Context: an optimization exercise on an open-source flow, tuned for small area and a short achievable clock period. The choices shown serve that exercise and are no tape-out recipe. No functional check of the RTL was part of any run shown here. No activity file was given, so power comes from the tool's default toggle rates.

## flow/run.sh

```bash
#!/bin/bash
# synth_recipe.tcl (not shown) runs the flow's synth.tcl, then flattens the netlist and writes it again
# the make line also repeats each setting of config.mk as NAME=value (left out here)
make -C /OpenROAD-flow-scripts/flow DESIGN_CONFIG=/design/flow/config.mk WORK_HOME=/design/flow/orfs CLKGATE_MAP_FILE= SYNTH_SCRIPT=/design/flow/synth_recipe.tcl finish
```

## flow/config.mk

```make
export PLATFORM = sky130hd
export DESIGN_NAME = Dividor_Segmentado
export DESIGN_NICKNAME = Dividor_Segmentado
export VERILOG_FILES = /design/flow/design.v
export SDC_FILE = /design/flow/constraint.sdc
export NUM_CORES = 4
export LEC_CHECK = 0
export CAP_MARGIN = 20
export CORE_MARGIN = 2
export CORE_UTILIZATION = 40
export CTS_BUF_LIST = sky130_fd_sc_hd__clkbuf_4 sky130_fd_sc_hd__clkbuf_8
export SETUP_SLACK_MARGIN = 2.5
export SLEW_MARGIN = 20
```

## flow/constraint.sdc

```tcl
create_clock -name core_clock -period 6.0 [get_ports {CLK}]
set_input_delay 1.2000 -clock core_clock [delete_from_list [all_inputs] [get_ports {CLK}]]
set_output_delay 1.2000 -clock core_clock [all_outputs]
set_load 0.01 [all_outputs]
```

## flow/design.v

```verilog
module Aux_Segmentado #(
    parameter integer W = 1
) (
    input  logic [W-1:0]  R,
    input  logic          b,
    input  logic [31:0]   Dn,
    input  logic          ci,
    output logic [W:0]    R_out,
    output logic          qbit
);
    logic [W:0] T;
    logic [W+2:0] s;
    logic hz;
    assign T = {R, b};
    assign s = {1'b0, T, 1'b1} + {1'b0, Dn[W:0], ci};
    generate
        if (W + 1 < 32) begin : g_hi
            assign hz = &Dn[31:W+1];
        end else begin : g_nohi
            assign hz = 1'b1;
        end
    endgenerate
    assign qbit = s[W+2] & hz;
    assign R_out = qbit ? s[W+1:1] : T;
endmodule
module Dividor_Segmentado #(
    parameter integer tamanyo = 32
) (
    input CLK, RSTa, Start,
    input logic [tamanyo-1:0] Num, Den,
    output logic Done,
    output logic [tamanyo-1:0] Coc, Res
);
    logic s0_v, s0_sn, s0_sq, s0_ci;
    logic [31:0] s0_dn, s0_qr;
    logic [0:0] s0_r;
    logic s1_v, s1_sn, s1_sq, s1_ci;
    logic [31:0] s1_dn, s1_qr;
    logic [1:0] s1_r;
    logic s2_v, s2_sn, s2_sq, s2_ci;
    logic [31:0] s2_dn, s2_qr;
    logic [2:0] s2_r;
    logic s3_v, s3_sn, s3_sq, s3_ci;
    logic [31:0] s3_dn, s3_qr;
    logic [3:0] s3_r;
    logic s4_v, s4_sn, s4_sq, s4_ci;
    logic [31:0] s4_dn, s4_qr;
    logic [4:0] s4_r;
    logic s5_v, s5_sn, s5_sq, s5_ci;
    logic [31:0] s5_dn, s5_qr;
    logic [5:0] s5_r;
    logic s6_v, s6_sn, s6_sq, s6_ci;
    logic [31:0] s6_dn, s6_qr;
    logic [6:0] s6_r;
    logic s7_v, s7_sn, s7_sq, s7_ci;
    logic [31:0] s7_dn, s7_qr;
    logic [7:0] s7_r;
    logic s8_v, s8_sn, s8_sq, s8_ci;
    logic [31:0] s8_dn, s8_qr;
    logic [8:0] s8_r;
    logic s9_v, s9_sn, s9_sq, s9_ci;
    logic [31:0] s9_dn, s9_qr;
    logic [9:0] s9_r;
    logic s10_v, s10_sn, s10_sq, s10_ci;
    logic [31:0] s10_dn, s10_qr;
    logic [10:0] s10_r;
    logic s11_v, s11_sn, s11_sq, s11_ci;
    logic [31:0] s11_dn, s11_qr;
    logic [11:0] s11_r;
    logic s12_v, s12_sn, s12_sq, s12_ci;
    logic [31:0] s12_dn, s12_qr;
    logic [12:0] s12_r;
    logic s13_v, s13_sn, s13_sq, s13_ci;
    logic [31:0] s13_dn, s13_qr;
    logic [13:0] s13_r;
    logic s14_v, s14_sn, s14_sq, s14_ci;
    logic [31:0] s14_dn, s14_qr;
    logic [14:0] s14_r;
    logic s15_v, s15_sn, s15_sq, s15_ci;
    logic [31:0] s15_dn, s15_qr;
    logic [15:0] s15_r;
    logic s16_v, s16_sn, s16_sq, s16_ci;
    logic [31:0] s16_dn, s16_qr;
    logic [16:0] s16_r;
    logic s17_v, s17_sn, s17_sq, s17_ci;
    logic [31:0] s17_dn, s17_qr;
    logic [17:0] s17_r;
    logic s18_v, s18_sn, s18_sq, s18_ci;
    logic [31:0] s18_dn, s18_qr;
    logic [18:0] s18_r;
    logic s19_v, s19_sn, s19_sq, s19_ci;
    logic [31:0] s19_dn, s19_qr;
    logic [19:0] s19_r;
    logic s20_v, s20_sn, s20_sq, s20_ci;
    logic [31:0] s20_dn, s20_qr;
    logic [20:0] s20_r;
    logic s21_v, s21_sn, s21_sq, s21_ci;
    logic [31:0] s21_dn, s21_qr;
    logic [21:0] s21_r;
    logic s22_v, s22_sn, s22_sq, s22_ci;
    logic [31:0] s22_dn, s22_qr;
    logic [22:0] s22_r;
    logic s23_v, s23_sn, s23_sq, s23_ci;
    logic [31:0] s23_dn, s23_qr;
    logic [23:0] s23_r;
    logic s24_v, s24_sn, s24_sq, s24_ci;
    logic [31:0] s24_dn, s24_qr;
    logic [24:0] s24_r;
    logic s25_v, s25_sn, s25_sq, s25_ci;
    logic [31:0] s25_dn, s25_qr;
    logic [25:0] s25_r;
    logic s26_v, s26_sn, s26_sq, s26_ci;
    logic [31:0] s26_dn, s26_qr;
    logic [26:0] s26_r;
    logic s27_v, s27_sn, s27_sq, s27_ci;
    logic [31:0] s27_dn, s27_qr;
    logic [27:0] s27_r;
    logic s28_v, s28_sn, s28_sq, s28_ci;
    logic [31:0] s28_dn, s28_qr;
    logic [28:0] s28_r;
    logic s29_v, s29_sn, s29_sq, s29_ci;
    logic [31:0] s29_dn, s29_qr;
    logic [29:0] s29_r;
    logic s30_v, s30_sn, s30_sq, s30_ci;
    logic [31:0] s30_dn, s30_qr;
    logic [30:0] s30_r;
    logic s31_v, s31_sn, s31_sq, s31_ci;
    logic [31:0] s31_dn, s31_qr;
    logic [31:0] s31_r;
    logic [31:0] nabs, dnin;
    assign nabs = Num ^ {32{Num[31]}};
    assign dnin = ~(Den ^ {32{Den[31]}});
    logic [0:0] rr0_0; logic qb0_0;
    logic m0_0_0, m1_0_0;
    assign m0_0_0 = (&dnin) & ~Den[31];
    assign m1_0_0 = (&dnin) ? ~~Den[31] : ((dnin == 32'hFFFFFFFE) & ~Den[31]);
    assign qb0_0 = m0_0_0 | (m1_0_0 & nabs[31]);
    assign rr0_0 = nabs[31] & ~m1_0_0;
    logic [31:0] qq0_0;
    assign qq0_0 = {nabs[30:0], qb0_0};
    always_ff @(posedge CLK, negedge RSTa)
        if (!RSTa) s0_v <= 1'b0;
        else s0_v <= Start;
    always_ff @(posedge CLK) begin
        s0_sn <= Num[31];
        s0_sq <= Num[31] ^ Den[31];
        s0_ci <= ~Den[31];
        s0_dn <= dnin;
        s0_qr <= qq0_0;
        s0_r <= rr0_0;
    end
    logic [1:0] rr1_0; logic qb1_0;
    Aux_Segmentado #(.W(1)) u_step1_0 (.R(s0_r), .b(s0_qr[31]), .Dn(s0_dn), .ci(s0_ci), .R_out(rr1_0), .qbit(qb1_0));
    logic [31:0] qq1_0;
    assign qq1_0 = {s0_qr[30:0], qb1_0};
    always_ff @(posedge CLK, negedge RSTa)
        if (!RSTa) s1_v <= 1'b0;
        else s1_v <= s0_v;
    always_ff @(posedge CLK) begin
        s1_sn <= s0_sn;
        s1_sq <= s0_sq;
        s1_ci <= s0_ci;
        s1_dn <= s0_dn;
        s1_qr <= qq1_0;
        s1_r <= rr1_0;
    end
    logic [2:0] rr2_0; logic qb2_0;
    Aux_Segmentado #(.W(2)) u_step2_0 (.R(s1_r), .b(s1_qr[31]), .Dn(s1_dn), .ci(s1_ci), .R_out(rr2_0), .qbit(qb2_0));
    logic [31:0] qq2_0;
    assign qq2_0 = {s1_qr[30:0], qb2_0};
    always_ff @(posedge CLK, negedge RSTa)
        if (!RSTa) s2_v <= 1'b0;
        else s2_v <= s1_v;
    always_ff @(posedge CLK) begin
        s2_sn <= s1_sn;
        s2_sq <= s1_sq;
        s2_ci <= s1_ci;
        s2_dn <= s1_dn;
        s2_qr <= qq2_0;
        s2_r <= rr2_0;
    end
    logic [3:0] rr3_0; logic qb3_0;
    Aux_Segmentado #(.W(3)) u_step3_0 (.R(s2_r), .b(s2_qr[31]), .Dn(s2_dn), .ci(s2_ci), .R_out(rr3_0), .qbit(qb3_0));
    logic [31:0] qq3_0;
    assign qq3_0 = {s2_qr[30:0], qb3_0};
    always_ff @(posedge CLK, negedge RSTa)
        if (!RSTa) s3_v <= 1'b0;
        else s3_v <= s2_v;
    always_ff @(posedge CLK) begin
        s3_sn <= s2_sn;
        s3_sq <= s2_sq;
        s3_ci <= s2_ci;
        s3_dn <= s2_dn;
        s3_qr <= qq3_0;
        s3_r <= rr3_0;
    end
    logic [4:0] rr4_0; logic qb4_0;
    Aux_Segmentado #(.W(4)) u_step4_0 (.R(s3_r), .b(s3_qr[31]), .Dn(s3_dn), .ci(s3_ci), .R_out(rr4_0), .qbit(qb4_0));
    logic [31:0] qq4_0;
    assign qq4_0 = {s3_qr[30:0], qb4_0};
    always_ff @(posedge CLK, negedge RSTa)
        if (!RSTa) s4_v <= 1'b0;
        else s4_v <= s3_v;
    always_ff @(posedge CLK) begin
        s4_sn <= s3_sn;
        s4_sq <= s3_sq;
        s4_ci <= s3_ci;
        s4_dn <= s3_dn;
        s4_qr <= qq4_0;
        s4_r <= rr4_0;
    end
    logic [5:0] rr5_0; logic qb5_0;
    Aux_Segmentado #(.W(5)) u_step5_0 (.R(s4_r), .b(s4_qr[31]), .Dn(s4_dn), .ci(s4_ci), .R_out(rr5_0), .qbit(qb5_0));
    logic [31:0] qq5_0;
    assign qq5_0 = {s4_qr[30:0], qb5_0};
    always_ff @(posedge CLK, negedge RSTa)
        if (!RSTa) s5_v <= 1'b0;
        else s5_v <= s4_v;
    always_ff @(posedge CLK) begin
        s5_sn <= s4_sn;
        s5_sq <= s4_sq;
        s5_ci <= s4_ci;
        s5_dn <= s4_dn;
        s5_qr <= qq5_0;
        s5_r <= rr5_0;
    end
    logic [6:0] rr6_0; logic qb6_0;
    Aux_Segmentado #(.W(6)) u_step6_0 (.R(s5_r), .b(s5_qr[31]), .Dn(s5_dn), .ci(s5_ci), .R_out(rr6_0), .qbit(qb6_0));
    logic [31:0] qq6_0;
    assign qq6_0 = {s5_qr[30:0], qb6_0};
    always_ff @(posedge CLK, negedge RSTa)
        if (!RSTa) s6_v <= 1'b0;
        else s6_v <= s5_v;
    always_ff @(posedge CLK) begin
        s6_sn <= s5_sn;
        s6_sq <= s5_sq;
        s6_ci <= s5_ci;
        s6_dn <= s5_dn;
        s6_qr <= qq6_0;
        s6_r <= rr6_0;
    end
    logic [7:0] rr7_0; logic qb7_0;
    Aux_Segmentado #(.W(7)) u_step7_0 (.R(s6_r), .b(s6_qr[31]), .Dn(s6_dn), .ci(s6_ci), .R_out(rr7_0), .qbit(qb7_0));
    logic [31:0] qq7_0;
    assign qq7_0 = {s6_qr[30:0], qb7_0};
    always_ff @(posedge CLK, negedge RSTa)
        if (!RSTa) s7_v <= 1'b0;
        else s7_v <= s6_v;
    always_ff @(posedge CLK) begin
        s7_sn <= s6_sn;
        s7_sq <= s6_sq;
        s7_ci <= s6_ci;
        s7_dn <= s6_dn;
        s7_qr <= qq7_0;
        s7_r <= rr7_0;
    end
    logic [8:0] rr8_0; logic qb8_0;
    Aux_Segmentado #(.W(8)) u_step8_0 (.R(s7_r), .b(s7_qr[31]), .Dn(s7_dn), .ci(s7_ci), .R_out(rr8_0), .qbit(qb8_0));
    logic [31:0] qq8_0;
    assign qq8_0 = {s7_qr[30:0], qb8_0};
    always_ff @(posedge CLK, negedge RSTa)
        if (!RSTa) s8_v <= 1'b0;
        else s8_v <= s7_v;
    always_ff @(posedge CLK) begin
        s8_sn <= s7_sn;
        s8_sq <= s7_sq;
        s8_ci <= s7_ci;
        s8_dn <= s7_dn;
        s8_qr <= qq8_0;
        s8_r <= rr8_0;
    end
    logic [9:0] rr9_0; logic qb9_0;
    Aux_Segmentado #(.W(9)) u_step9_0 (.R(s8_r), .b(s8_qr[31]), .Dn(s8_dn), .ci(s8_ci), .R_out(rr9_0), .qbit(qb9_0));
    logic [31:0] qq9_0;
    assign qq9_0 = {s8_qr[30:0], qb9_0};
    always_ff @(posedge CLK, negedge RSTa)
        if (!RSTa) s9_v <= 1'b0;
        else s9_v <= s8_v;
    always_ff @(posedge CLK) begin
        s9_sn <= s8_sn;
        s9_sq <= s8_sq;
        s9_ci <= s8_ci;
        s9_dn <= s8_dn;
        s9_qr <= qq9_0;
        s9_r <= rr9_0;
    end
    logic [10:0] rr10_0; logic qb10_0;
    Aux_Segmentado #(.W(10)) u_step10_0 (.R(s9_r), .b(s9_qr[31]), .Dn(s9_dn), .ci(s9_ci), .R_out(rr10_0), .qbit(qb10_0));
    logic [31:0] qq10_0;
    assign qq10_0 = {s9_qr[30:0], qb10_0};
    always_ff @(posedge CLK, negedge RSTa)
        if (!RSTa) s10_v <= 1'b0;
        else s10_v <= s9_v;
    always_ff @(posedge CLK) begin
        s10_sn <= s9_sn;
        s10_sq <= s9_sq;
        s10_ci <= s9_ci;
        s10_dn <= s9_dn;
        s10_qr <= qq10_0;
        s10_r <= rr10_0;
    end
    logic [11:0] rr11_0; logic qb11_0;
    Aux_Segmentado #(.W(11)) u_step11_0 (.R(s10_r), .b(s10_qr[31]), .Dn(s10_dn), .ci(s10_ci), .R_out(rr11_0), .qbit(qb11_0));
    logic [31:0] qq11_0;
    assign qq11_0 = {s10_qr[30:0], qb11_0};
    always_ff @(posedge CLK, negedge RSTa)
        if (!RSTa) s11_v <= 1'b0;
        else s11_v <= s10_v;
    always_ff @(posedge CLK) begin
        s11_sn <= s10_sn;
        s11_sq <= s10_sq;
        s11_ci <= s10_ci;
        s11_dn <= s10_dn;
        s11_qr <= qq11_0;
        s11_r <= rr11_0;
    end
    logic [12:0] rr12_0; logic qb12_0;
    Aux_Segmentado #(.W(12)) u_step12_0 (.R(s11_r), .b(s11_qr[31]), .Dn(s11_dn), .ci(s11_ci), .R_out(rr12_0), .qbit(qb12_0));
    logic [31:0] qq12_0;
    assign qq12_0 = {s11_qr[30:0], qb12_0};
    always_ff @(posedge CLK, negedge RSTa)
        if (!RSTa) s12_v <= 1'b0;
        else s12_v <= s11_v;
    always_ff @(posedge CLK) begin
        s12_sn <= s11_sn;
        s12_sq <= s11_sq;
        s12_ci <= s11_ci;
        s12_dn <= s11_dn;
        s12_qr <= qq12_0;
        s12_r <= rr12_0;
    end
    logic [13:0] rr13_0; logic qb13_0;
    Aux_Segmentado #(.W(13)) u_step13_0 (.R(s12_r), .b(s12_qr[31]), .Dn(s12_dn), .ci(s12_ci), .R_out(rr13_0), .qbit(qb13_0));
    logic [31:0] qq13_0;
    assign qq13_0 = {s12_qr[30:0], qb13_0};
    always_ff @(posedge CLK, negedge RSTa)
        if (!RSTa) s13_v <= 1'b0;
        else s13_v <= s12_v;
    always_ff @(posedge CLK) begin
        s13_sn <= s12_sn;
        s13_sq <= s12_sq;
        s13_ci <= s12_ci;
        s13_dn <= s12_dn;
        s13_qr <= qq13_0;
        s13_r <= rr13_0;
    end
    logic [14:0] rr14_0; logic qb14_0;
    Aux_Segmentado #(.W(14)) u_step14_0 (.R(s13_r), .b(s13_qr[31]), .Dn(s13_dn), .ci(s13_ci), .R_out(rr14_0), .qbit(qb14_0));
    logic [31:0] qq14_0;
    assign qq14_0 = {s13_qr[30:0], qb14_0};
    always_ff @(posedge CLK, negedge RSTa)
        if (!RSTa) s14_v <= 1'b0;
        else s14_v <= s13_v;
    always_ff @(posedge CLK) begin
        s14_sn <= s13_sn;
        s14_sq <= s13_sq;
        s14_ci <= s13_ci;
        s14_dn <= s13_dn;
        s14_qr <= qq14_0;
        s14_r <= rr14_0;
    end
    logic [15:0] rr15_0; logic qb15_0;
    Aux_Segmentado #(.W(15)) u_step15_0 (.R(s14_r), .b(s14_qr[31]), .Dn(s14_dn), .ci(s14_ci), .R_out(rr15_0), .qbit(qb15_0));
    logic [31:0] qq15_0;
    assign qq15_0 = {s14_qr[30:0], qb15_0};
    always_ff @(posedge CLK, negedge RSTa)
        if (!RSTa) s15_v <= 1'b0;
        else s15_v <= s14_v;
    always_ff @(posedge CLK) begin
        s15_sn <= s14_sn;
        s15_sq <= s14_sq;
        s15_ci <= s14_ci;
        s15_dn <= s14_dn;
        s15_qr <= qq15_0;
        s15_r <= rr15_0;
    end
    logic [16:0] rr16_0; logic qb16_0;
    Aux_Segmentado #(.W(16)) u_step16_0 (.R(s15_r), .b(s15_qr[31]), .Dn(s15_dn), .ci(s15_ci), .R_out(rr16_0), .qbit(qb16_0));
    logic [31:0] qq16_0;
    assign qq16_0 = {s15_qr[30:0], qb16_0};
    always_ff @(posedge CLK, negedge RSTa)
        if (!RSTa) s16_v <= 1'b0;
        else s16_v <= s15_v;
    always_ff @(posedge CLK) begin
        s16_sn <= s15_sn;
        s16_sq <= s15_sq;
        s16_ci <= s15_ci;
        s16_dn <= s15_dn;
        s16_qr <= qq16_0;
        s16_r <= rr16_0;
    end
    logic [17:0] rr17_0; logic qb17_0;
    Aux_Segmentado #(.W(17)) u_step17_0 (.R(s16_r), .b(s16_qr[31]), .Dn(s16_dn), .ci(s16_ci), .R_out(rr17_0), .qbit(qb17_0));
    logic [31:0] qq17_0;
    assign qq17_0 = {s16_qr[30:0], qb17_0};
    always_ff @(posedge CLK, negedge RSTa)
        if (!RSTa) s17_v <= 1'b0;
        else s17_v <= s16_v;
    always_ff @(posedge CLK) begin
        s17_sn <= s16_sn;
        s17_sq <= s16_sq;
        s17_ci <= s16_ci;
        s17_dn <= s16_dn;
        s17_qr <= qq17_0;
        s17_r <= rr17_0;
    end
    logic [18:0] rr18_0; logic qb18_0;
    Aux_Segmentado #(.W(18)) u_step18_0 (.R(s17_r), .b(s17_qr[31]), .Dn(s17_dn), .ci(s17_ci), .R_out(rr18_0), .qbit(qb18_0));
    logic [31:0] qq18_0;
    assign qq18_0 = {s17_qr[30:0], qb18_0};
    always_ff @(posedge CLK, negedge RSTa)
        if (!RSTa) s18_v <= 1'b0;
        else s18_v <= s17_v;
    always_ff @(posedge CLK) begin
        s18_sn <= s17_sn;
        s18_sq <= s17_sq;
        s18_ci <= s17_ci;
        s18_dn <= s17_dn;
        s18_qr <= qq18_0;
        s18_r <= rr18_0;
    end
    logic [19:0] rr19_0; logic qb19_0;
    Aux_Segmentado #(.W(19)) u_step19_0 (.R(s18_r), .b(s18_qr[31]), .Dn(s18_dn), .ci(s18_ci), .R_out(rr19_0), .qbit(qb19_0));
    logic [31:0] qq19_0;
    assign qq19_0 = {s18_qr[30:0], qb19_0};
    always_ff @(posedge CLK, negedge RSTa)
        if (!RSTa) s19_v <= 1'b0;
        else s19_v <= s18_v;
    always_ff @(posedge CLK) begin
        s19_sn <= s18_sn;
        s19_sq <= s18_sq;
        s19_ci <= s18_ci;
        s19_dn <= s18_dn;
        s19_qr <= qq19_0;
        s19_r <= rr19_0;
    end
    logic [20:0] rr20_0; logic qb20_0;
    Aux_Segmentado #(.W(20)) u_step20_0 (.R(s19_r), .b(s19_qr[31]), .Dn(s19_dn), .ci(s19_ci), .R_out(rr20_0), .qbit(qb20_0));
    logic [31:0] qq20_0;
    assign qq20_0 = {s19_qr[30:0], qb20_0};
    always_ff @(posedge CLK, negedge RSTa)
        if (!RSTa) s20_v <= 1'b0;
        else s20_v <= s19_v;
    always_ff @(posedge CLK) begin
        s20_sn <= s19_sn;
        s20_sq <= s19_sq;
        s20_ci <= s19_ci;
        s20_dn <= s19_dn;
        s20_qr <= qq20_0;
        s20_r <= rr20_0;
    end
    logic [21:0] rr21_0; logic qb21_0;
    Aux_Segmentado #(.W(21)) u_step21_0 (.R(s20_r), .b(s20_qr[31]), .Dn(s20_dn), .ci(s20_ci), .R_out(rr21_0), .qbit(qb21_0));
    logic [31:0] qq21_0;
    assign qq21_0 = {s20_qr[30:0], qb21_0};
    always_ff @(posedge CLK, negedge RSTa)
        if (!RSTa) s21_v <= 1'b0;
        else s21_v <= s20_v;
    always_ff @(posedge CLK) begin
        s21_sn <= s20_sn;
        s21_sq <= s20_sq;
        s21_ci <= s20_ci;
        s21_dn <= s20_dn;
        s21_qr <= qq21_0;
        s21_r <= rr21_0;
    end
    logic [22:0] rr22_0; logic qb22_0;
    Aux_Segmentado #(.W(22)) u_step22_0 (.R(s21_r), .b(s21_qr[31]), .Dn(s21_dn), .ci(s21_ci), .R_out(rr22_0), .qbit(qb22_0));
    logic [31:0] qq22_0;
    assign qq22_0 = {s21_qr[30:0], qb22_0};
    always_ff @(posedge CLK, negedge RSTa)
        if (!RSTa) s22_v <= 1'b0;
        else s22_v <= s21_v;
    always_ff @(posedge CLK) begin
        s22_sn <= s21_sn;
        s22_sq <= s21_sq;
        s22_ci <= s21_ci;
        s22_dn <= s21_dn;
        s22_qr <= qq22_0;
        s22_r <= rr22_0;
    end
    logic [23:0] rr23_0; logic qb23_0;
    Aux_Segmentado #(.W(23)) u_step23_0 (.R(s22_r), .b(s22_qr[31]), .Dn(s22_dn), .ci(s22_ci), .R_out(rr23_0), .qbit(qb23_0));
    logic [31:0] qq23_0;
    assign qq23_0 = {s22_qr[30:0], qb23_0};
    always_ff @(posedge CLK, negedge RSTa)
        if (!RSTa) s23_v <= 1'b0;
        else s23_v <= s22_v;
    always_ff @(posedge CLK) begin
        s23_sn <= s22_sn;
        s23_sq <= s22_sq;
        s23_ci <= s22_ci;
        s23_dn <= s22_dn;
        s23_qr <= qq23_0;
        s23_r <= rr23_0;
    end
    logic [24:0] rr24_0; logic qb24_0;
    Aux_Segmentado #(.W(24)) u_step24_0 (.R(s23_r), .b(s23_qr[31]), .Dn(s23_dn), .ci(s23_ci), .R_out(rr24_0), .qbit(qb24_0));
    logic [31:0] qq24_0;
    assign qq24_0 = {s23_qr[30:0], qb24_0};
    always_ff @(posedge CLK, negedge RSTa)
        if (!RSTa) s24_v <= 1'b0;
        else s24_v <= s23_v;
    always_ff @(posedge CLK) begin
        s24_sn <= s23_sn;
        s24_sq <= s23_sq;
        s24_ci <= s23_ci;
        s24_dn <= s23_dn;
        s24_qr <= qq24_0;
        s24_r <= rr24_0;
    end
    logic [25:0] rr25_0; logic qb25_0;
    Aux_Segmentado #(.W(25)) u_step25_0 (.R(s24_r), .b(s24_qr[31]), .Dn(s24_dn), .ci(s24_ci), .R_out(rr25_0), .qbit(qb25_0));
    logic [31:0] qq25_0;
    assign qq25_0 = {s24_qr[30:0], qb25_0};
    always_ff @(posedge CLK, negedge RSTa)
        if (!RSTa) s25_v <= 1'b0;
        else s25_v <= s24_v;
    always_ff @(posedge CLK) begin
        s25_sn <= s24_sn;
        s25_sq <= s24_sq;
        s25_ci <= s24_ci;
        s25_dn <= s24_dn;
        s25_qr <= qq25_0;
        s25_r <= rr25_0;
    end
    logic [26:0] rr26_0; logic qb26_0;
    Aux_Segmentado #(.W(26)) u_step26_0 (.R(s25_r), .b(s25_qr[31]), .Dn(s25_dn), .ci(s25_ci), .R_out(rr26_0), .qbit(qb26_0));
    logic [31:0] qq26_0;
    assign qq26_0 = {s25_qr[30:0], qb26_0};
    always_ff @(posedge CLK, negedge RSTa)
        if (!RSTa) s26_v <= 1'b0;
        else s26_v <= s25_v;
    always_ff @(posedge CLK) begin
        s26_sn <= s25_sn;
        s26_sq <= s25_sq;
        s26_ci <= s25_ci;
        s26_dn <= s25_dn;
        s26_qr <= qq26_0;
        s26_r <= rr26_0;
    end
    logic [27:0] rr27_0; logic qb27_0;
    Aux_Segmentado #(.W(27)) u_step27_0 (.R(s26_r), .b(s26_qr[31]), .Dn(s26_dn), .ci(s26_ci), .R_out(rr27_0), .qbit(qb27_0));
    logic [31:0] qq27_0;
    assign qq27_0 = {s26_qr[30:0], qb27_0};
    always_ff @(posedge CLK, negedge RSTa)
        if (!RSTa) s27_v <= 1'b0;
        else s27_v <= s26_v;
    always_ff @(posedge CLK) begin
        s27_sn <= s26_sn;
        s27_sq <= s26_sq;
        s27_ci <= s26_ci;
        s27_dn <= s26_dn;
        s27_qr <= qq27_0;
        s27_r <= rr27_0;
    end
    logic [28:0] rr28_0; logic qb28_0;
    Aux_Segmentado #(.W(28)) u_step28_0 (.R(s27_r), .b(s27_qr[31]), .Dn(s27_dn), .ci(s27_ci), .R_out(rr28_0), .qbit(qb28_0));
    logic [31:0] qq28_0;
    assign qq28_0 = {s27_qr[30:0], qb28_0};
    always_ff @(posedge CLK, negedge RSTa)
        if (!RSTa) s28_v <= 1'b0;
        else s28_v <= s27_v;
    always_ff @(posedge CLK) begin
        s28_sn <= s27_sn;
        s28_sq <= s27_sq;
        s28_ci <= s27_ci;
        s28_dn <= s27_dn;
        s28_qr <= qq28_0;
        s28_r <= rr28_0;
    end
    logic [29:0] rr29_0; logic qb29_0;
    Aux_Segmentado #(.W(29)) u_step29_0 (.R(s28_r), .b(s28_qr[31]), .Dn(s28_dn), .ci(s28_ci), .R_out(rr29_0), .qbit(qb29_0));
    logic [31:0] qq29_0;
    assign qq29_0 = {s28_qr[30:0], qb29_0};
    always_ff @(posedge CLK, negedge RSTa)
        if (!RSTa) s29_v <= 1'b0;
        else s29_v <= s28_v;
    always_ff @(posedge CLK) begin
        s29_sn <= s28_sn;
        s29_sq <= s28_sq;
        s29_ci <= s28_ci;
        s29_dn <= s28_dn;
        s29_qr <= qq29_0;
        s29_r <= rr29_0;
    end
    logic [30:0] rr30_0; logic qb30_0;
    Aux_Segmentado #(.W(30)) u_step30_0 (.R(s29_r), .b(s29_qr[31]), .Dn(s29_dn), .ci(s29_ci), .R_out(rr30_0), .qbit(qb30_0));
    logic [31:0] qq30_0;
    assign qq30_0 = {s29_qr[30:0], qb30_0};
    always_ff @(posedge CLK, negedge RSTa)
        if (!RSTa) s30_v <= 1'b0;
        else s30_v <= s29_v;
    always_ff @(posedge CLK) begin
        s30_sn <= s29_sn;
        s30_sq <= s29_sq;
        s30_ci <= s29_ci;
        s30_dn <= s29_dn;
        s30_qr <= qq30_0;
        s30_r <= rr30_0;
    end
    logic [31:0] rr31_0; logic qb31_0;
    Aux_Segmentado #(.W(31)) u_step31_0 (.R(s30_r), .b(s30_qr[31]), .Dn(s30_dn), .ci(s30_ci), .R_out(rr31_0), .qbit(qb31_0));
    logic [31:0] qq31_0;
    assign qq31_0 = {s30_qr[30:0], qb31_0};
    always_ff @(posedge CLK, negedge RSTa)
        if (!RSTa) s31_v <= 1'b0;
        else s31_v <= s30_v;
    always_ff @(posedge CLK) begin
        s31_sn <= s30_sn;
        s31_sq <= s30_sq;
        s31_ci <= s30_ci;
        s31_dn <= s30_dn;
        s31_qr <= qq31_0;
        s31_r <= rr31_0;
    end
    logic [31:0] fa, fb, fx;
    logic eq, wrap;
    assign fa = s31_r;
    assign fb = s31_dn;
    assign fx = ~(fa ^ fb);
    assign eq = (fx == {fa[30:0] & fb[30:0], s31_ci});
    assign wrap = s31_sn & eq;
    always_ff @(posedge CLK, negedge RSTa)
        if (!RSTa) Done <= 1'b0;
        else Done <= s31_v;
    always_ff @(posedge CLK) begin
        Coc <= (s31_qr ^ {32{s31_sq}}) + {31'd0, s31_sq ^ wrap};
        Res <= s31_sn ? (wrap ? 32'd0 : ~s31_r) : s31_r;
    end
endmodule
```

==> flow_summary.toml, run 1 <==
[critical_path]
worstPathCellList = "ha_4 -> a211o_1 -> a2111oi_4 -> buf_4 -> o32ai_4 -> a32oi_2 -> a31oi_4 -> a221o_1 -> a21o_1 -> a21oi_4 -> o21ai_4 -> buf_12 -> buf_16 -> mux2_4"
cp.required_ps = 6910
slowest_stage = "a211o_1"
cp-start-kind = "register"
startpoint = "s24_qr[31]$_DFF_P_"
end_kind = "register"
crit_type = "register to register"
cp_data_arrival_time_ps = 4560
cp_num_buf_inv = 3
slowest_delay_ps = 340
regToRegStartpoint = "s24_qr[31]$_DFF_P_"
path_delay_family = "compound AO/OA/AOI/OAI gates"
cp_max_fo = 7

[grt]
antenna_found_initial = 9
first_global_vias = 57110
grt_start_max_net_pins = 65
grt_pass1_wl_um = 281800
overflow = 0
grt_use_total_pct = 15.25

[routing]
drc = 0
wl_per_cell_um = 15.53
ant_nets = 0
wl_um = 176900
via_per_inst = 4.804
drt-initial-drc-count = 2067
vias = 54720
drt-pass1-iter-count = 5

[placed_design]
dpl_worst_slack_ps = 1571
dp_hpwl_um = 128000
port_buffers = 131
post_dp_cell_area_um2 = 93910
dpl.cell_count = 10540
gp_congestion = 0.8399

[die]
dieHeight_um = 475.9
io_pins = 132
core_um2 = 221900
fp.dieW_um = 475.9
rows = 173
start_util_pct = 40.14
die_area_um2 = 226500

[cts]
insertion_delay_ps = 1070
ctsLongestPathBuffers = 4
cts_max_level = 5
cts-root-buf = "clkbuf_8"
cts_tree = "built"
cts_hold_buf = 0
cts_num_sinks = 2736
clk_pin_slew_ps = 60
cts_buffers = 436

[sta]
period_minus_slack_ps = 3651
finalHoldViolCount = 0
timing.final.crit_share_pct = 60.86
tightest_slew_ps = 993.0
rsz0062_at_grt = "true"
slew_headroom_pct = 33.80
max_clock_freq_mhz = 273.9
holdWs_ps = 167.9
worst_clock_skew_ps = 129.1
slew_violations = 0
setup_viol = 0
fin_ws_ps = 2349
fin_setup_tns_ps = 0

[synth]
yosys_most_used_dff = "dfxtp_1"
yosysWarnings = 1
synthArstFlopShare_pct = 1.206
ys_ff_latch = 2736
synth_edf_count = 0
ys_seq_area_share_pct = 61.68
syn_nets = 8189
syn-cell-area_um2 = 89060
syn_area_per_cell_um2 = 11.82
synthCells = 7532
synth_cell_types = 92

[cells_and_area]
fin_nets = 8749
syn_to_final_growth_pct = 18.65
num-fill-cells = 19900
seq_area_um2 = 54980
fin_area_um2 = 105700
layout-drive-gt1-share_pct = 16.15
multiInputGateArea_um2 = 33960
finalNonFillerCells = 11390

[worst_hold_path]
hold_path_class = "input port to async pin"

[status]
status = "no timing/DRC/antenna violations"

[power]
vdd_drop_max_v = 0.0002479
p_leak_nw = 45.47
power_density_nw_per_um2 = 451.5

[flow_run]
cap_violations = 0
[synthesized netlist by cell type (21+ instances only)]
library cell | n | share of area (%)
o31ai_1 | 42 | 0.35
a211oi_1 | 47 | 0.40
or2_2 | 21 | 0.15
nor4_1 | 34 | 0.24
inv_1 | 265 | 1.1
ha_1 | 559 | 7.9
nor2b_1 | 67 | 0.47
xor2_1 | 221 | 2.2
nand3_1 | 93 | 0.52
nor3_1 | 92 | 0.52
mux2i_1 | 27 | 0.30
a21oi_1 | 362 | 2.0
a31oi_1 | 48 | 0.34
and2_1 | 27 | 0.19
xnor2_1 | 344 | 3.4
mux2_2 | 234 | 3.0
o21a_1 | 70 | 0.59
or3_1 | 26 | 0.18
nand2_1 | 453 | 1.9
fa_1 | 31 | 0.70
o211ai_1 | 31 | 0.26
o21ai_0 | 472 | 2.7
nand3b_1 | 37 | 0.31
o21bai_1 | 68 | 0.57
dfrtp_1 | 33 | 0.93
nand2b_1 | 64 | 0.45
a21boi_0 | 24 | 0.20
nor2_1 | 264 | 1.1
dfxtp_1 | 2703 | 61
nand4_1 | 136 | 0.96
and3_1 | 42 | 0.30
a21o_1 | 217 | 1.8
clkbuf_1 | 90 | 0.38
[cell type report]
cell class / instances / share of cell area (%)
diodes: 8 / 0.01894
clock inverters: 75 / 0.7092
inverters: 266 / 0.9448
well taps: 2975 / 3.522
repair buffers: 243 / 2.480
flip-flops and latches: 2736 / 52.03
multi-input cells: 4409 / 32.13
clock buffers: 678 / 8.167
[where the power goes]
part           switching [W]  internal, W  total (W)  leakage, nW
clock                0.00681      0.00965     0.0165         4.99
sequential           0.00109       0.0202     0.0213         23.0
combinational        0.00523      0.00475    0.00997         17.5
[logic make-up after synthesis]
logic type      after synthesis  share of synthesized area (%)
compound gates             1568                          11.20
flops                      2736                          61.68
buf+inv                     389                          1.683
simple gates               1406                          7.781
fa+ha+maj                   590                          8.550
xor+xnor                    565                          5.556
mux                         278                          3.549
[metal layers]
layer  global-route usage [%]  wire length [µm]  vias to the layer above
met1                    15.39             67860                    25830
met4                    6.288              5874                        0
li1                         -                 -                    27530
met5                        0                 0                        -
met2                    30.20             96880                      925
met3                    2.814              6264                      434
[stage by stage]
step	total power (W)	utilization (%)
4_1_cts	0.04799	47.19
6_report	0.04771	47.63
3_3_place_gp	0.03069	42.33
3_5_place_dp	0.03086	42.33
2_1_floorplan	0.02824	-
5_1_grt	0.05041	47.62
[layout by cell type (no fill, tap or decap), types with 69 or more instances in the layout]
master / netlist / routed
o21a_1: 70 / 69
clkbuf_8: 0 / 567
ha_1: 559 / 531
nor3_1: 92 / 88
inv_1: 265 / 261
dfxtp_1: 2703 / 2669
clkdlybuf4s50_1: 0 / 128
mux2_2: 234 / 218
nor2_1: 264 / 255
o21ai_0: 472 / 456
xnor2_1: 344 / 332
nand3_1: 93 / 89
a21o_1: 217 / 216
xor2_1: 221 / 220
clkbuf_4: 0 / 112
buf_4: 2 / 70
a21oi_1: 362 / 348
nand4_1: 136 / 136
nand2_1: 453 / 450
[worst paths after layout]
| kind | endpoint | slack (ps) | depth (start not counted) |
|---|---|---|---|
| max | s25_r[10]$_DFF_P_ | 2350 | 14 |
| max in group asynchronous | s27_v$_DFF_PN0_ | 5330 | 1 |
| min in group core_clock | s25_qr[4]$_DFF_P_ | 250 | 0 |
| min | s6_v$_DFF_PN0_ | 170 | 1 |
| max reg2reg | s25_r[10]$_DFF_P_ | 2350 | 14 |
| min reg2reg | s25_qr[4]$_DFF_P_ | 250 | 0 |
[what timing repair did]
item,in CTS,in global routing
resized for setup,171,119
setup buffers,43,30
hold endpoints to repair,0,0
pin swaps,57,69
endpoints found under the setup margin,358,359
gates cloned,10,5
[worst register-to-register path, stage by stage (launching register included)]
cell	delay (ps)
dfxtp_2	330
ha_4	230
a211o_1	340
a2111oi_4	290
buf_4	190
o32ai_4	130
a32oi_2	300
a31oi_4	140
a221o_1	330
a21o_1	220
a21oi_4	200
o21ai_4	160
buf_12	190
buf_16	140
mux2_4	290
==> run 2, diff against run 1 <==
--- a/flow/config.mk
+++ b/flow/config.mk
@@ -8,6 +8,6 @@
 export CAP_MARGIN = 20
 export CORE_MARGIN = 2
 export CORE_UTILIZATION = 40
-export CTS_BUF_LIST = sky130_fd_sc_hd__clkbuf_4 sky130_fd_sc_hd__clkbuf_8
+export CTS_BUF_LIST = sky130_fd_sc_hd__clkbuf_8
 export SETUP_SLACK_MARGIN = 2.5
 export SLEW_MARGIN = 20
==> run 2 against run 1 <==
Non-clock buffer count unchanged. Area after synthesis did not move. Core utilization fell by 0.16 points. Via count down 0.18%. Combinational power is essentially flat. Clock power is 4% lower. Worst hold slack better by 9.1 ps. Global-route usage hardly changed. Clock-buffer cell count decreased by 112. Still clean.
==> flow_summary.toml, run 2 <==
[grt]
antenna_found_initial = 9
overflow = 0
grt_use_total_pct = 15.25
grt_pass1_wl_um = 281600
first_global_vias = 57090
grt_start_max_net_pins = 65

[cts]
cts_num_sinks = 2736
cts_buffers = 436
cts_tree = "built"
cts_max_level = 5
insertion_delay_ps = 1070
clk_pin_slew_ps = 60
ctsLongestPathBuffers = 4
cts-root-buf = "clkbuf_8"

[sta]
tightest_slew_ps = 984.8
timing.final.crit_share_pct = 60.86
setup_viol = 0
fin_setup_tns_ps = 0
slew_violations = 0
period_minus_slack_ps = 3652
finalHoldViolCount = 0
slew_headroom_pct = 34.35
worst_clock_skew_ps = 136.2
rsz0062_at_grt = "true"
fin_ws_ps = 2348
max_clock_freq_mhz = 273.8

[die]
start_util_pct = 40.14
rows = 173
die_area_um2 = 226500
io_pins = 132
core_um2 = 221900
fp.dieW_um = 475.9
dieHeight_um = 475.9

[placed_design]
dp_hpwl_um = 128000
dpl.cell_count = 10540
port_buffers = 131
dpl_worst_slack_ps = 1571
gp_congestion = 0.8399

[critical_path]
cp-start-kind = "register"
cp_max_fo = 7
startpoint = "s24_qr[31]$_DFF_P_"
worstReg2RegEnd = "s25_r[10]$_DFF_P_"
endpoint = "s25_r[10]$_DFF_P_"
crit_type = "register to register"
worstRegToRegCells = 14
reg2reg_slack_ps = 2350
cp.required_ps = 6900
regToRegStartpoint = "s24_qr[31]$_DFF_P_"
cp_data_arrival_time_ps = 4550
end_kind = "register"

[power]
p_leak_nw = 45.56
power_density_nw_per_um2 = 446.5
vdd_drop_max_v = 0.0002479

[routing]
wl_met3_um = 6382
vias = 54620
via_per_inst = 4.796
wl_per_cell_um = 15.53
top_layer_used = "met4"
wl_um = 176900
drc = 0
ant_nets = 0
drt-pass1-iter-count = 5
m1WireLength_um = 67680
route.met2.wl_um = 97110
drt-initial-drc-count = 1974

[synth]
synthArstFlopShare_pct = 1.206
yosys_most_used_dff = "dfxtp_1"
syn_nets = 8189
synth_edf_count = 0
synthMuxAreaShare_pct = 3.549
syn_area_per_cell_um2 = 11.82
synth_top_family_by_area = "compound AO/OA/AOI/OAI gates"
synth-xor-area-share_pct = 5.556
synth.most_common_cell = "dfxtp_1"
netlist_top_cells_count = "dfxtp_1 (2703), ha_1 (559), o21ai_0 (472)"
synth_cell_types = 92
yosys.area.top_type = "dfxtp_1"
synthAdderAreaFrac_pct = 8.550
synth_compound_area_share_pct = 11.20
ys_seq_area_share_pct = 61.68
yosysWarnings = 1
synth_top_area_share_pct = 60.76
synthTopCellsByArea = "dfxtp_1 (61%), ha_1 (7.9%), xnor2_1 (3.4%)"
syn-cell-area_um2 = 89060
synthCells = 7532
synth_simple_gate_area_share_pct = 7.781
ys_ff_latch = 2736

[flow_run]
cap_violations = 0

[cells_and_area]
mostFrequentLayoutCells = "dfxtp_1 (2672), clkbuf_8 (567), ha_1 (530), o21ai_0 (454), nand2_1 (449)"
fin_nets = 8749
syn_to_final_growth_pct = 18.25
layout-drive-gt1-share_pct = 14.87
finish.utilization_pct = 47.47
finalNonFillerCells = 11390
final_common_cell = "dfxtp_1"

[worst_hold_path]
hold_path_class = "input port to async pin"

[status]
status = "no timing/DRC/antenna violations"
==> run 2: cell counts after synthesis <==
No cell type changed its count.
==> run 2: worst min path at each step <==
stage / startpoint / to / slack (ps) / cells after the start
floorplan: s9_qr[9]$_DFF_P_ / s10_qr[10]$_DFF_P_ / 310 / 0
global route: RSTa / s8_v$_DFF_PN0_ / 170 / 1
CTS: RSTa / s5_v$_DFF_PN0_ / 70 / 1
finish: RSTa / s6_v$_DFF_PN0_ / 180 / 1
detailed placement: s9_qr[22]$_DFF_P_ / s10_qr[23]$_DFF_P_ / 310 / 0
global placement: s10_qr[11]$_DFF_P_ / s11_qr[12]$_DFF_P_ / 310 / 0
==> run 2: area by class of cell <==
cell class / instances / area, µm²
fillers: 19980 / 116600
flip-flops and latches: 2736 / 54980
multi-input cells: 4409 / 34010
clock buffers: 566 / 7790
well taps: 2975 / 3722
repair buffers: 243 / 2634
clock inverters: 187 / 1170
inverters: 266 / 998.5
diodes: 7 / 17.52
==> run 2: critical path: stages, from the launching register on <==
cell	delay, ps
dfxtp_2	330
ha_4	240
a211o_4	340
a2111oi_4	280
buf_4	190
o32ai_4	140
a32oi_2	290
a31oi_4	130
a221o_1	330
a21o_1	220
a21oi_4	200
o21ai_4	150
buf_12	180
buf_16	140
mux2_4	290
==> run 2: logic make-up after synthesis <==
family / Yosys count
AND/OR/NAND/NOR: 1406
multiplexers: 278
XOR/XNOR: 565
adder cells (fa/ha/maj): 590
AO/OA/AOI/OAI: 1568
buffers and inverters: 389
flip-flops: 2736
==> run 2: layer usage <==
metal | up-vias | track usage (%)
li1 | 27520 | -
met1 | 25760 | 15.36
met2 | 929 | 30.27
met3 | 414 | 2.826
met4 | 0 | 6.193
met5 | - | 0
==> run 2: what timing repair did <==
action | CTS | global route
hold buffers | 0 | 0
buffers inserted | 41 | 32
cloned | 10 | 5
resized for setup | 163 | 140
endpoints found under the setup margin | 358 | 359
pin swaps | 59 | 79
hold endpoints to repair | 0 | 0
==> run 2: report_power, final <==
group          switching [W]  internal, W  total, W  leakage [nW]
clock                0.00681      0.00895    0.0158          5.07
sequential           0.00109       0.0202    0.0213          23.0
combinational        0.00523      0.00476   0.00999          17.5
==> run 2: through the flow <==
stage | instance area [µm²] | total power [W] | hold slack, ps
5_1_grt | 105300 | 0.04974 | 166.1
2_1_floorplan | 89130 | 0.02824 | 309.6
6_report | 105300 | 0.04702 | 177.0
4_1_cts | 104200 | 0.04729 | 71.67
3_3_place_gp | 93910 | 0.03069 | 309.5
3_5_place_dp | 93910 | 0.03086 | 312.1

## re-timing with driven ports
The results above use ideal ports. As a check the final layouts listed here were re-extracted and re-timed, cells and wires unchanged.
Step 1: set_driving_cell puts a clkbuf_16 on CLK and a buf_2 on each other input, an assumption about the parent block.
Step 2 adds t to the input delays and takes it off the output delays; t is the mean of the earliest and latest rising clock arrival at the registers after step 1. Input paths then give back, and output paths get back, about the clock's delay inside the block.
Slacks: ideal ports / drivers / drivers and shift; pairs: ideal ports / drivers.
| run | t, ns | slack for setup (ns) | worst setup path after step 2 |
|---|---|---|---|
| run 1 | 1.103 | 2.349 / 2.349 / 2.349 | register to register |
| run 2 | 1.093 | 2.348 / 2.348 / 2.348 | register to register |
After both steps every run listed still meets setup and hold.
